This design comes from an exercise in tuning for small area and a short achievable clock period on the open sky130 flow, not from production work.
Only simulation tests tie the RTL to the original design; equivalence was not proved.
Power and IR drop assume default switching activity.

==> trial 84 <==
==> flow/design.v <==
module m_enffr #(parameter w = 1, parameter init_val = 0) (
  input              clk,
  input              reset_n,
  input  [w-1:0]     in,
  input              en,
  output reg [w-1:0] out
);
  always @(posedge clk or negedge reset_n)
    if (!reset_n) out <= init_val;
    else if (en)  out <= in;
endmodule
module bit_fifo (
    input          clk,
    input          rst_n,
    input          data_fifo_init_en,
    input  [191:0] data_fifo_init_val,
    output [191:0] data_fifo,
    input          num_bits_init_en,
    input  [7:0]   num_bits_init_val,
    output [7:0]   num_bits,
    input  [47:0]  data_in,
    input  [5:0]   data_in_num_bits,
    input          data_in_wr,
    input  [5:0]   data_out_num_bits,
    input          data_out_rd,
    output [47:0]  data_out,
    output         wr_error,
    output         rd_error
    );
   reg  [191:0] F;
   reg  [7:0]   n;
   reg  [6:0]   wlim;
   assign data_fifo = F;
   assign num_bits  = n;
   wire [4:0]   r;
   wire         nsel_hi, nsel_lo;
   wire [7:0]   t;
   wire [47:0]  D;
   wire [7:0]   n_next;
   bit_fifo_ctrl i_ctrl (
      .n(n), .wlim(wlim), .F_low(F[47:0]),
      .data_in(data_in), .data_in_num_bits(data_in_num_bits), .data_in_wr(data_in_wr),
      .data_out_num_bits(data_out_num_bits), .data_out_rd(data_out_rd),
      .data_fifo_init_en(data_fifo_init_en),
      .num_bits_init_en(num_bits_init_en), .num_bits_init_val(num_bits_init_val),
      .data_out(data_out), .wr_error(wr_error), .rd_error(rd_error),
      .r(r), .nsel_hi(nsel_hi), .nsel_lo(nsel_lo), .t(t), .D(D), .n_next(n_next));
   wire [47:0]  l0 = D;
   wire [48:0]  l1;
   wire [50:0]  l2;
   wire [54:0]  l3;
   wire [62:0]  l4;
   wire [78:0]  l5;
   wire [110:0] l6;
   wire [174:0] l7;
   wire [191:0] W;
   bit_fifo_shl #(.IW(48),  .OW(49),  .K(1),   .FILL(1'b0)) i_l0 (.a(l0), .s(t[0]), .y(l1));
   bit_fifo_shl #(.IW(49),  .OW(51),  .K(2),   .FILL(1'b1)) i_l1 (.a(l1), .s(t[1]), .y(l2));
   bit_fifo_shl #(.IW(51),  .OW(55),  .K(4),   .FILL(1'b0)) i_l2 (.a(l2), .s(t[2]), .y(l3));
   bit_fifo_shl #(.IW(55),  .OW(63),  .K(8),   .FILL(1'b1)) i_l3 (.a(l3), .s(t[3]), .y(l4));
   bit_fifo_shl #(.IW(63),  .OW(79),  .K(16),  .FILL(1'b0)) i_l4 (.a(l4), .s(t[4]), .y(l5));
   bit_fifo_shl #(.IW(79),  .OW(111), .K(32),  .FILL(1'b1)) i_l5 (.a(l5), .s(t[5]), .y(l6));
   bit_fifo_shl #(.IW(111), .OW(175), .K(64),  .FILL(1'b0)) i_l6 (.a(l6), .s(t[6]), .y(l7));
   bit_fifo_shl #(.IW(175), .OW(192), .K(128), .FILL(1'b1)) i_l7 (.a(l7), .s(t[7]), .y(W));
   wire [191:0] g1, g2, g3, g4, g5, X;
   bit_fifo_shr #(.K(1),  .FILL(1'b0)) i_r0 (.a(F),  .s(r[0]), .y(g1));
   bit_fifo_shr #(.K(2),  .FILL(1'b1)) i_r1 (.a(g1), .s(r[1]), .y(g2));
   bit_fifo_shr #(.K(4),  .FILL(1'b0)) i_r2 (.a(g2), .s(r[2]), .y(g3));
   bit_fifo_shr #(.K(8),  .FILL(1'b1)) i_r3 (.a(g3), .s(r[3]), .y(g4));
   bit_fifo_shr #(.K(16), .FILL(1'b0)) i_r4 (.a(g4), .s(r[4]), .y(g5));
   bit_fifo_shr_last i_r5 (.na(g5), .nsel_hi(nsel_hi), .nsel_lo(nsel_lo), .y(X));
   wire [191:0] F_next;
   bit_fifo_final i_final (.X(X), .W(W), .iv(data_fifo_init_val), .isel(data_fifo_init_en), .y(F_next));
   always @(posedge clk or negedge rst_n)
     if (!rst_n) F <= 192'b0;
     else F <= F_next;
   always @(posedge clk or negedge rst_n)
     if (!rst_n) n <= 8'b0;
     else n <= n_next;
   wire [7:0] room_next = 8'd192 - n_next;
   always @(posedge clk or negedge rst_n)
     if (!rst_n) wlim <= 7'b1000000;
     else wlim <= {room_next >= 8'd64, room_next[5:0]};
endmodule
module bit_fifo_shl #(parameter IW = 48, parameter OW = 49, parameter K = 1, parameter FILL = 1'b0) (
    input  [IW-1:0] a,
    input           s,
    output [OW-1:0] y
    );
   wire [OW+K-1:0] ax = {{(OW+K-IW){FILL}}, a};
   genvar i;
   generate for (i = 0; i < OW; i = i + 1) begin : b
      if (i < K) assign y[i] = ~(s ? FILL : ax[i]);
      else       assign y[i] = ~(s ? ax[i-K] : ax[i]);
   end endgenerate
endmodule
module bit_fifo_shr #(parameter K = 1, parameter FILL = 1'b0) (
    input  [191:0] a,
    input          s,
    output [191:0] y
    );
   genvar i;
   generate for (i = 0; i < 192; i = i + 1) begin : b
      if (i + K < 192) assign y[i] = ~(s ? a[i+K] : a[i]);
      else             assign y[i] = ~(s ? FILL : a[i]);
   end endgenerate
endmodule
module bit_fifo_shr_last (
    input  [191:0] na,
    input          nsel_hi,
    input          nsel_lo,
    output [191:0] y
    );
   genvar i;
   generate for (i = 0; i < 192; i = i + 1) begin : b
      if (i + 32 < 192) assign y[i] = ~((na[i+32] | nsel_hi) & (na[i] | nsel_lo));
      else              assign y[i] = ~(na[i] | nsel_lo);
   end endgenerate
endmodule
module bit_fifo_final (
    input  [191:0] X,
    input  [191:0] W,
    input  [191:0] iv,
    input          isel,
    output [191:0] y
    );
   assign y = X | W | (iv & {192{isel}});
endmodule
module bit_fifo_le6 (
    input  [5:0] a,
    input  [5:0] b,
    output       le
    );
   assign le = (a <= b);
endmodule
module bit_fifo_ctrl (
    input  [7:0]  n,
    input  [6:0]  wlim,      
    input  [47:0] F_low,
    input  [47:0] data_in,
    input  [5:0]  data_in_num_bits,
    input         data_in_wr,
    input  [5:0]  data_out_num_bits,
    input         data_out_rd,
    input         data_fifo_init_en,
    input         num_bits_init_en,
    input  [7:0]  num_bits_init_val,
    output [47:0] data_out,
    output        wr_error,
    output        rd_error,
    output [4:0]  r,         
    output        nsel_hi,   
    output        nsel_lo,   
    output [7:0]  t,         
    output [47:0] D,         
    output [7:0]  n_next
    );
   wire       room_big = wlim[6];
   wire [5:0] room     = wlim[5:0];
   wire       n_big    = (n >= 8'd64);
   wire wr_le, rd_le0, rd_le1, rd_le2;
   bit_fifo_le6 i_wr_le  (.a(data_in_num_bits),  .b(room),      .le(wr_le));
   bit_fifo_le6 i_rd_le0 (.a(data_out_num_bits), .b(n[5:0]),    .le(rd_le0));
   bit_fifo_le6 i_rd_le1 (.a(data_out_num_bits), .b(n[5:0]),    .le(rd_le1));
   bit_fifo_le6 i_rd_le2 (.a(data_out_num_bits), .b(n[5:0]),    .le(rd_le2));
   wire wr_fit  = room_big | wr_le;
   wire rd_fit  = n_big    | rd_le0;
   wire rd_ok   = data_out_rd & rd_fit;
   wire rd_ok1  = data_out_rd & (n_big | rd_le1);
   wire rd_ok2  = data_out_rd & (n_big | rd_le2);
   wire wr_ok   = data_in_wr  & wr_fit;
   assign wr_error = data_in_wr  & ~wr_fit;
   assign rd_error = data_out_rd & ~rd_fit;
   wire [5:0] rc = data_out_num_bits & {6{rd_ok}};
   assign r       = rc[4:0];
   assign nsel_hi = ~(rc[5] & ~data_fifo_init_en);
   assign nsel_lo = ~(~rc[5] & ~data_fifo_init_en);
   reg [47:0] m_out, m_in;
   integer i;
   always @(*)
     for (i = 0; i < 48; i = i + 1) begin
        m_in[i]  = (data_in_num_bits > i);
        m_out[i] = (data_out_num_bits > i);
     end
   assign data_out = F_low & m_out & {{24{rd_ok2}}, {24{rd_ok1}}};
   assign D        = data_in & m_in & {48{wr_ok & ~data_fifo_init_en}};
   wire [7:0] n_rd = n - {2'b0, data_out_num_bits};
   wire [7:0] tt   = rd_ok ? n_rd : n;
   assign t  = tt;
   wire [7:0] n_wr = tt + {2'b0, data_in_num_bits};
   assign n_next = num_bits_init_en ? num_bits_init_val : (wr_ok ? n_wr : tt);
endmodule
==> flow/flow/run.sh <==
#!/bin/bash
# Own flow: the standard layout (standard.sh), with these changes:
#  - synthesis (hierarchical, flattened at the end as synth_recipe.tcl does):
#    the control modules (bit_fifo_ctrl, bit_fifo_le6) are mapped with a
#    delay-oriented ABC script (flow/abc_fast.script); everything else (shifter stages, top) with an area-oriented one
#    (flow/abc_area.script) that may not use the non-inverting AOI/mux cells, so
#    each inverting mux stage maps to o22ai/a22oi; the final OR with the preload
#    with the area script and every cell. No full/half-adder extraction
#    (ADDER_MAP_FILE empty). Everything else in synth_recipe.tcl is unchanged, so
#    the registers, their names and cell types are the same;
#  - ports are buffered with the smallest buffer (BUFFER_PORTS_ARGS);
#  - the flow runs in two parts: up to clock tree synthesis with config.mk's
#    SETUP_SLACK_MARGIN, then the rest (global route onwards) with a margin of 2.9,
#    so the repair after global route only works on the worst paths.
# Each tool's full output stays in orfs/logs/; make's own output goes to flow_make.log.
set -euo pipefail
W=$(pwd)
cat > "$W/own_synth.tcl" <<EOT
proc abc {args} {
  set i [lsearch -exact \$args -script]
  set area \$args
  lset area [expr {\$i + 1}] {$W/flow/abc_area.script}
  set fast \$args
  lset fast [expr {\$i + 1}] {$W/flow/abc_fast.script}
  set inv \$area
  foreach c {o22a_* a22o_* mux2_* mux2i_*} { lappend inv -dont_use sky130_fd_sc_hd__\$c }
  yosys abc {*}\$fast bit_fifo_ctrl bit_fifo_le6
  yosys abc {*}\$area bit_fifo_final
  yosys abc {*}\$inv
}
source {$W/synth_recipe.tcl}
EOT
sed -e "s#SYNTH_SCRIPT=[^ ]*#SYNTH_SCRIPT=$W/own_synth.tcl ADDER_MAP_FILE=#" \
    -e "s#^make -C #make BUFFER_PORTS_ARGS='-buffer_cell sky130_fd_sc_hd__buf_1' -C #" \
    standard.sh > "$W/own_standard.sh"
sed -e "s#SETUP_SLACK_MARGIN=[^ ]*#SETUP_SLACK_MARGIN=2.9#" "$W/own_standard.sh" > "$W/own_standard2.sh"
bash "$W/own_standard.sh" cts > "$W/flow_make.log" 2>&1
bash "$W/own_standard2.sh" "$@" > "$W/flow_make2.log" 2>&1
==> flow/flow/abc_area.script <==
strash
dch
amap -F 10 -A 30
topo
stime -c
==> flow/flow/abc_fast.script <==
strash
dch
map
topo
buffer -c
upsize -c
dnsize -c
==> flow/standard.sh <==
#!/bin/bash
# synth_recipe.tcl (not shown) runs the flow's synth.tcl, then flattens the netlist and writes it again
# the make line also repeats each setting of config.mk as NAME=value (left out here)
make -C /OpenROAD-flow-scripts/flow DESIGN_CONFIG=/design/flow/config.mk WORK_HOME=/design/flow/orfs CLKGATE_MAP_FILE= SYNTH_SCRIPT=/design/flow/synth_recipe.tcl "${@:-finish}"
==> flow/config.mk <==
export PLATFORM = sky130hd
export DESIGN_NAME = bit_fifo
export DESIGN_NICKNAME = bit_fifo
export VERILOG_FILES = /design/flow/design.v
export SDC_FILE = /design/flow/constraint.sdc
export NUM_CORES = 4
export LEC_CHECK = 0
export CAP_MARGIN = 20
export CORE_MARGIN = 2
export CORE_UTILIZATION = 40
export PLACE_DENSITY = 0.6
export SETUP_SLACK_MARGIN = 3.2
export SLEW_MARGIN = 20
export SYNTH_HIERARCHICAL = 1
export SYNTH_MINIMUM_KEEP_SIZE = 0
==> flow/constraint.sdc <==
create_clock -name core_clock -period 8.0 [get_ports {clk}]
set_input_delay 1.6000 -clock core_clock [delete_from_list [all_inputs] [get_ports {clk}]]
set_output_delay 1.6000 -clock core_clock [all_outputs]
set_load 0.01 [all_outputs]
==> trial 61: changes against trial 84 <==
--- a/flow/design.v
+++ b/flow/design.v
@@ -31,3 +31,2 @@
    reg  [7:0]   n;
-   reg  [6:0]   wlim;
    assign data_fifo = F;
@@ -36,3 +35,5 @@
    wire         nsel_hi, nsel_lo;
-   wire [7:0]   t;
+   wire [7:3]   t;
+   wire [2:0]   tb;
+   wire         nsa, nsb;
    wire [47:0]  D;
@@ -40,3 +41,3 @@
    bit_fifo_ctrl i_ctrl (
-      .n(n), .wlim(wlim), .F_low(F[47:0]),
+      .n(n), .F_low(F[47:0]),
       .data_in(data_in), .data_in_num_bits(data_in_num_bits), .data_in_wr(data_in_wr),
@@ -46,6 +47,7 @@
       .data_out(data_out), .wr_error(wr_error), .rd_error(rd_error),
-      .r(r), .nsel_hi(nsel_hi), .nsel_lo(nsel_lo), .t(t), .D(D), .n_next(n_next));
+      .r(r), .nsel_hi(nsel_hi), .nsel_lo(nsel_lo), .t(t), .tb(tb), .nsa(nsa), .nsb(nsb), .D(D), .n_next(n_next));
    wire [47:0]  l0 = D;
-   wire [48:0]  l1;
-   wire [50:0]  l2;
+   wire [48:0]  a1, b1;
+   wire [50:0]  a2, b2;
+   wire [54:0]  a3, b3;
    wire [54:0]  l3;
@@ -56,5 +58,9 @@
    wire [191:0] W;
-   bit_fifo_shl #(.IW(48),  .OW(49),  .K(1),   .FILL(1'b0)) i_l0 (.a(l0), .s(t[0]), .y(l1));
-   bit_fifo_shl #(.IW(49),  .OW(51),  .K(2),   .FILL(1'b1)) i_l1 (.a(l1), .s(t[1]), .y(l2));
-   bit_fifo_shl #(.IW(51),  .OW(55),  .K(4),   .FILL(1'b0)) i_l2 (.a(l2), .s(t[2]), .y(l3));
+   bit_fifo_shl #(.IW(48),  .OW(49),  .K(1),   .FILL(1'b0)) i_a0 (.a(l0), .s(n[0]), .y(a1));
+   bit_fifo_shl #(.IW(49),  .OW(51),  .K(2),   .FILL(1'b1)) i_a1 (.a(a1), .s(n[1]), .y(a2));
+   bit_fifo_shl #(.IW(51),  .OW(55),  .K(4),   .FILL(1'b0)) i_a2 (.a(a2), .s(n[2]), .y(a3));
+   bit_fifo_shl #(.IW(48),  .OW(49),  .K(1),   .FILL(1'b0)) i_b0 (.a(l0), .s(tb[0]), .y(b1));
+   bit_fifo_shl #(.IW(49),  .OW(51),  .K(2),   .FILL(1'b1)) i_b1 (.a(b1), .s(tb[1]), .y(b2));
+   bit_fifo_shl #(.IW(51),  .OW(55),  .K(4),   .FILL(1'b0)) i_b2 (.a(b2), .s(tb[2]), .y(b3));
+   bit_fifo_pick i_pick (.na(a3), .nb(b3), .nsa(nsa), .nsb(nsb), .ny(l3));
    bit_fifo_shl #(.IW(55),  .OW(63),  .K(8),   .FILL(1'b1)) i_l3 (.a(l3), .s(t[3]), .y(l4));
@@ -79,6 +85,2 @@
      else n <= n_next;
-   wire [7:0] room_next = 8'd192 - n_next;
-   always @(posedge clk or negedge rst_n)
-     if (!rst_n) wlim <= 7'b1000000;
-     else wlim <= {room_next >= 8'd64, room_next[5:0]};
 endmodule
@@ -119,2 +121,11 @@
 endmodule
+module bit_fifo_pick (
+    input  [54:0] na,
+    input  [54:0] nb,
+    input         nsa,
+    input         nsb,
+    output [54:0] ny
+    );
+   assign ny = (na | {55{nsa}}) & (nb | {55{nsb}});
+endmodule
 module bit_fifo_final (
@@ -137,3 +148,2 @@
     input  [7:0]  n,
-    input  [6:0]  wlim,      
     input  [47:0] F_low,
@@ -153,3 +163,6 @@
     output        nsel_lo,   
-    output [7:0]  t,         
+    output [7:3]  t,         
+    output [2:0]  tb,        
+    output        nsa,       
+    output        nsb,       
     output [47:0] D,         
@@ -157,7 +170,7 @@
     );
-   wire       room_big = wlim[6];
-   wire [5:0] room     = wlim[5:0];
+   wire [7:0] room     = 8'd192 - n;
+   wire       room_big = (room >= 8'd64);
    wire       n_big    = (n >= 8'd64);
    wire wr_le, rd_le0, rd_le1, rd_le2;
-   bit_fifo_le6 i_wr_le  (.a(data_in_num_bits),  .b(room),      .le(wr_le));
+   bit_fifo_le6 i_wr_le  (.a(data_in_num_bits),  .b(room[5:0]), .le(wr_le));
    bit_fifo_le6 i_rd_le0 (.a(data_out_num_bits), .b(n[5:0]),    .le(rd_le0));
@@ -185,6 +198,10 @@
    assign data_out = F_low & m_out & {{24{rd_ok2}}, {24{rd_ok1}}};
-   assign D        = data_in & m_in & {48{wr_ok & ~data_fifo_init_en}};
+   assign D        = data_in & m_in;
+   wire   wsel     = wr_ok & ~data_fifo_init_en;
+   assign nsa      = ~(wsel & ~rd_ok);
+   assign nsb      = ~(wsel & rd_ok);
    wire [7:0] n_rd = n - {2'b0, data_out_num_bits};
    wire [7:0] tt   = rd_ok ? n_rd : n;
-   assign t  = tt;
+   assign t  = tt[7:3];
+   assign tb = n[2:0] - data_out_num_bits[2:0];
    wire [7:0] n_wr = tt + {2'b0, data_in_num_bits};
--- a/flow/flow/run.sh
+++ b/flow/flow/run.sh
@@ -6,3 +6,3 @@
 #    (flow/abc_area.script) that may not use the non-inverting AOI/mux cells, so
-#    each inverting mux stage maps to o22ai/a22oi; the final OR with the preload
+#    each inverting mux stage maps to o22ai/a22oi; the final OR with the preload and the pick stage
 #    with the area script and every cell. No full/half-adder extraction
@@ -10,6 +10,3 @@
 #    the registers, their names and cell types are the same;
-#  - ports are buffered with the smallest buffer (BUFFER_PORTS_ARGS);
-#  - the flow runs in two parts: up to clock tree synthesis with config.mk's
-#    SETUP_SLACK_MARGIN, then the rest (global route onwards) with a margin of 2.9,
-#    so the repair after global route only works on the worst paths.
+#  - ports are buffered with the smallest buffer (BUFFER_PORTS_ARGS).
 # Each tool's full output stays in orfs/logs/; make's own output goes to flow_make.log.
@@ -27,3 +24,3 @@
   yosys abc {*}\$fast bit_fifo_ctrl bit_fifo_le6
-  yosys abc {*}\$area bit_fifo_final
+  yosys abc {*}\$area bit_fifo_final bit_fifo_pick
   yosys abc {*}\$inv
@@ -35,4 +32,2 @@
     standard.sh > "$W/own_standard.sh"
-sed -e "s#SETUP_SLACK_MARGIN=[^ ]*#SETUP_SLACK_MARGIN=2.9#" "$W/own_standard.sh" > "$W/own_standard2.sh"
-bash "$W/own_standard.sh" cts > "$W/flow_make.log" 2>&1
-bash "$W/own_standard2.sh" "$@" > "$W/flow_make2.log" 2>&1
+bash "$W/own_standard.sh" "$@" > "$W/flow_make.log" 2>&1
==> trial 27: changes against trial 84 <==
--- a/flow/design.v
+++ b/flow/design.v
@@ -135,2 +135,8 @@
 endmodule
+module bit_fifo_gt #(parameter I = 0) (
+    input  [5:0] a,
+    output       y
+    );
+   assign y = (a > I);
+endmodule
 module bit_fifo_ctrl (
@@ -177,9 +183,12 @@
    assign nsel_lo = ~(~rc[5] & ~data_fifo_init_en);
-   reg [47:0] m_out, m_in;
+   reg [47:0] m_out;
    integer i;
    always @(*)
-     for (i = 0; i < 48; i = i + 1) begin
-        m_in[i]  = (data_in_num_bits > i);
+     for (i = 0; i < 48; i = i + 1)
         m_out[i] = (data_out_num_bits > i);
-     end
+   wire [47:0] m_in;
+   genvar g;
+   generate for (g = 0; g < 48; g = g + 1) begin : mi
+      bit_fifo_gt #(.I(g)) i_gt (.a(data_in_num_bits), .y(m_in[g]));
+   end endgenerate
    assign data_out = F_low & m_out & {{24{rd_ok2}}, {24{rd_ok1}}};
--- a/flow/flow/run.sh
+++ b/flow/flow/run.sh
@@ -3,3 +3,3 @@
 #  - synthesis (hierarchical, flattened at the end as synth_recipe.tcl does):
-#    the control modules (bit_fifo_ctrl, bit_fifo_le6) are mapped with a
+#    the control modules (bit_fifo_ctrl, bit_fifo_le6, bit_fifo_gt) are mapped with a
 #    delay-oriented ABC script (flow/abc_fast.script); everything else (shifter stages, top) with an area-oriented one
@@ -26,3 +26,3 @@
   foreach c {o22a_* a22o_* mux2_* mux2i_*} { lappend inv -dont_use sky130_fd_sc_hd__\$c }
-  yosys abc {*}\$fast bit_fifo_ctrl bit_fifo_le6
+  yosys abc {*}\$fast bit_fifo_ctrl bit_fifo_le6 *bit_fifo_gt*
   yosys abc {*}\$area bit_fifo_final
- CTS_BUF_LIST: unset -> sky130_fd_sc_hd__clkbuf_8
==> comparison <==
The lowest clock power belongs to trial 61, the highest to trial 84.
The highest total power belongs to trial 84, the lowest to trial 61.
Of trial 27 and trial 84, trial 84 has the higher wire length (gap 7.0%, measured against trial 84).
Against trial 61, the critical path depth of trial 84 is lower by 3.
Flip-flop and latch count: trial 84 is higher than trial 61 (6).
Trial 27 passed the timing, DRC and antenna checks. Trial 84 passed the timing, DRC and antenna checks. Trial 61 finished clean.
Synthesized cell count, highest first: trial 61, trial 27, trial 84.
Global-route usage, lowest first: trial 27, trial 61, trial 84.

-- afterwards: timing with drivers on the ports --
In the flow no input, the clock included, has a driving cell. The finished layouts below were timed again as built, in two steps.
Step 1 assumes that a clkbuf_16 drives the clock port and a buf_2 every other input.
Step 2, shift: input delay + t, output delay - t, t = (earliest + latest rising clock arrival at the registers) / 2. This alone moves slack from input paths to output paths.
Slacks: no drivers / after step 1 / after step 2; pairs: no drivers / after step 1.
run | t (ns) | setup slack, ns | worst register clock-pin slew, ns | worst data-port slew with drivers (ns)
trial 84 | 0.653 | 2.845 / 2.886 / 2.233 | 0.07 / 0.07 | 0.14
trial 61 | 0.581 | 3.116 / 3.122 / 2.565 | 0.08 / 0.08 | 0.15
trial 27 | 0.717 | 2.928 / 2.972 / 2.255 | 0.08 / 0.08 | 0.12
After both steps setup and hold are still met in every run listed. The setup slack of trial 27, which loses most, moves by +0.044 ns with the drivers and by -0.673 ns with both steps.
